This design comes from an exercise in tuning for small area, a short achievable clock period and few clock cycles on the open sky130 flow, not from production work. Where RTL was checked, it was by simulation tests only, not by an equivalence proof against the original.

## old
Design CONV, start of the top module:
module  CONV(
            input		  clk,
            input		  reset,
            output		  busy,
            input		  ready,
            output [11:0] iaddr,
            input  [19:0] idata,
            output	 	  cwr,
            output [11:0] caddr_wr,
            output [19:0] cdata_wr,
            output	 	  crd,
            output [11:0] caddr_rd,
            input  [19:0] cdata_rd,
            output [ 2:0] csel
        );
==> flow/config.mk <==
export PLATFORM = sky130hd
export DESIGN_NAME = CONV
export DESIGN_NICKNAME = CONV
export VERILOG_FILES = /design/flow/design.v
export SDC_FILE = /design/flow/constraint.sdc
export NUM_CORES = 4
export LEC_CHECK = 0
export CAP_MARGIN = 20
export CORE_MARGIN = 2
export CORE_UTILIZATION = 40
export CTS_CLUSTER_DIAMETER = 100
export CTS_CLUSTER_SIZE = 25
export SLEW_MARGIN = 20
export SYNTH_HIERARCHICAL = 1
==> flow/constraint.sdc <==
create_clock -name core_clock -period 10.0 [get_ports {clk}]
set_input_delay 2.0000 -clock core_clock [delete_from_list [all_inputs] [get_ports {clk}]]
set_output_delay 2.0000 -clock core_clock [all_outputs]
set_load 0.01 [all_outputs]
standard.sh (not shown) runs the stock make flow with config.mk's settings and CLKGATE_MAP_FILE= SYNTH_SCRIPT=/design/flow/synth_recipe.tcl, a recipe that flattens the netlist after the stock synthesis.
==> flow/flow/run.sh <==
#!/bin/bash
# Own layout flow: the standard flow (standard.sh, unchanged synthesis,
# floorplan, power grid and tap cells), with buf_2 cells as the port buffers
# instead of the delay buffer buffer_ports picks by default, and repair_timing
# aiming for 6.8 ns of setup slack.
# The full make/ORFS output goes to flow_standard.log in the work folder;
# ORFS also keeps a log per step under orfs/logs.
set -euo pipefail
bash standard.sh \
  "BUFFER_PORTS_ARGS=-buffer_cell sky130_fd_sc_hd__buf_2" \
  SETUP_SLACK_MARGIN=6.8 \
  finish > flow_standard.log 2>&1
Setup changes, old to new
diff --git a/flow/design.v b/flow/design.v
--- a/flow/design.v
+++ b/flow/design.v
@@ -2195,28 +2195,28 @@
 wire w2132, w2133;
 CONV_fa uw2132 (w2131, w2035, w2037, w2132, w2133);
 wire w2134 = ~w2038;
 wire w2135, w2136;
 CONV_fa uw2135 (w1959, w2040, w2134, w2135, w2136);
 wire w2137 = ~w2041;
 wire w2138, w2139;
 CONV_fa uw2138 (w2042, w1961, w2137, w2138, w2139);
 wire w2140 = ~w2044;
 wire w2141, w2142;
 CONV_fa uw2141 (r1[241], w2043, w2140, w2141, w2142);
-wire [16:0] lowsum = {1'b0, {w2076, w2073, w2070, w2068, ~w2065, ~w2062, w2059, w2056, w2053, ~w2050, w2047, ~w2046, ~r1[4], r1[3], r1[1], ~r1[0]}} + {1'b0, {~w2078, w2075, w2072, w2069, w2067, ~w2064, ~w2061, w2058, w2055, w2052, ~w2049, ~r1[8], r1[5], 1'b0, ~r1[2], 1'b0}};
-reg [44:0] r2;
-always @(posedge clk) r2 <= {w2045, w2142, w2141, w2139, w2138, w2136, w2135, w2133, w2132, w2130, w2129, w2127, w2126, w2124, w2123, w2121, w2120, w2118, w2117, w2115, w2114, w2112, w2111, w2109, w2108, w2106, w2105, w2103, w2102, w2100, w2099, w2097, w2096, w2094, w2093, w2091, w2090, w2088, w2087, w2085, w2084, w2082, w2081, w2079, lowsum[16]};
-wire [37:0] suma = {~r2[43], r2[41], ~r2[39], r2[37], ~r2[35], ~r2[33], r2[31], r2[29], r2[27], ~r2[25], ~r2[23], r2[21], r2[19], r2[17], r2[15], ~r2[13], r2[11], r2[9], r2[7], r2[5], r2[3], ~r2[1], 1'b0, 1'b0, 1'b0, 1'b0, 1'b0, 1'b0, 1'b0, 1'b0, 1'b0, 1'b0, 1'b0, 1'b0, 1'b0, 1'b0, 1'b0, 1'b0};
-wire [37:0] sumb = {~r2[44], ~r2[42], r2[40], ~r2[38], r2[36], ~r2[34], ~r2[32], r2[30], r2[28], r2[26], ~r2[24], ~r2[22], r2[20], r2[18], r2[16], r2[14], ~r2[12], r2[10], r2[8], r2[6], r2[4], r2[2], 1'b0, 1'b0, 1'b0, 1'b0, 1'b0, 1'b0, 1'b0, 1'b0, 1'b0, 1'b0, 1'b0, 1'b0, 1'b0, 1'b0, 1'b0, 1'b0};
-wire [37:0] acc = {suma[37:16] + sumb[37:16] + r2[0], 16'd0};
+wire [14:0] lowsum = {1'b0, {w2070, w2068, ~w2065, ~w2062, w2059, w2056, w2053, ~w2050, w2047, ~w2046, ~r1[4], r1[3], r1[1], ~r1[0]}} + {1'b0, {w2072, w2069, w2067, ~w2064, ~w2061, w2058, w2055, w2052, ~w2049, ~r1[8], r1[5], 1'b0, ~r1[2], 1'b0}};
+reg [48:0] r2;
+always @(posedge clk) r2 <= {w2045, w2142, w2141, w2139, w2138, w2136, w2135, w2133, w2132, w2130, w2129, w2127, w2126, w2124, w2123, w2121, w2120, w2118, w2117, w2115, w2114, w2112, w2111, w2109, w2108, w2106, w2105, w2103, w2102, w2100, w2099, w2097, w2096, w2094, w2093, w2091, w2090, w2088, w2087, w2085, w2084, w2082, w2081, w2079, w2078, w2076, w2075, w2073, lowsum[14]};
+wire [37:0] suma = {~r2[47], r2[45], ~r2[43], r2[41], ~r2[39], ~r2[37], r2[35], r2[33], r2[31], ~r2[29], ~r2[27], r2[25], r2[23], r2[21], r2[19], ~r2[17], r2[15], r2[13], r2[11], r2[9], r2[7], ~r2[5], r2[3], r2[1], 1'b0, 1'b0, 1'b0, 1'b0, 1'b0, 1'b0, 1'b0, 1'b0, 1'b0, 1'b0, 1'b0, 1'b0, 1'b0, 1'b0};
+wire [37:0] sumb = {~r2[48], ~r2[46], r2[44], ~r2[42], r2[40], ~r2[38], ~r2[36], r2[34], r2[32], r2[30], ~r2[28], ~r2[26], r2[24], r2[22], r2[20], r2[18], ~r2[16], r2[14], r2[12], r2[10], r2[8], r2[6], ~r2[4], r2[2], 1'b0, 1'b0, 1'b0, 1'b0, 1'b0, 1'b0, 1'b0, 1'b0, 1'b0, 1'b0, 1'b0, 1'b0, 1'b0, 1'b0};
+wire [37:0] acc = {suma[37:14] + sumb[37:14] + r2[0], 14'd0};
 wire [19:0] relu = acc[37] ? 20'd0 : acc[35:16];
 wire       wlow  = wq < 7'd2;
 wire [6:0] wq2   = wlow ? wq + 7'd65 : wq;
 wire [6:0] pt    = wq2 - 7'd3;
 wire [4:0] pi    = pt[5:1];        
 wire       ph    = pt[0];          
 wire [3:0] psx   = wlow ? ws - 4'd1 : ws;
 wire       pact  = wq != 7'd2 && !(ws == 4'd0 && wlow);
 wire       l0we  = wq != 7'd0 && ws != 4'd8;
 wire [6:0] wx    = wq - 7'd1;
 wire [19:0] pmax = (rb > pm) ? rb : pm;
Notes after the runs:
new | status: complete | timing, DRC, antenna: pass. new against old; via count of the first global-routing pass is down slightly. From old to new the numbers moved as follows: global-route met1 utilization picked up an extra 2.1 points; fraction of cell area in non-clock buffers lost 0.47 points; number of standard cells after synthesis neither gained nor lost much; wire length picked up an extra 0.54%. Area occupied by multi-input gates came out lower on new than on old. new vs. old: register-to-register slack now sits higher, maximum frequency rose about 4%, combined flip-flop and latch cell area held steady, post-route fraction of the period consumed by the critical path lost 1.2 points, wire length of the first global-routing pass shows an increase of 1500 µm. As of new, finished layout cell area had fallen slightly compared to old.
Testbench counts of new, summed over its fixed seeds: cycles 94,302.
Only the layout flow was run in old; the RTL was not checked for function there.

-- port drivers added, routing unchanged --
No port has a modelled driver above. Below, the same layouts with a new extraction and two added sets of constraints. Step 1 sets driving cells, clkbuf_16 on the clock port and buf_2 on the other inputs (assumed; they add their load-dependent delay and slew). Step 2 also shifts input and output timing later by t, the mid clock arrival at the registers, as if the neighbouring blocks saw the same clock. Slacks: ideal / step 1 / step 2; pairs: ideal / step 1.
| run | t (ns) | slack for setup (ns) | worst setup path after step 2 |
|---|---|---|---|
| old | 0.734 | 6.639 / 6.639 / 6.639 | register to register |
| new | 0.732 | 6.763 / 6.691 / 6.800 | register to register |
After both steps every run listed still meets setup and hold.
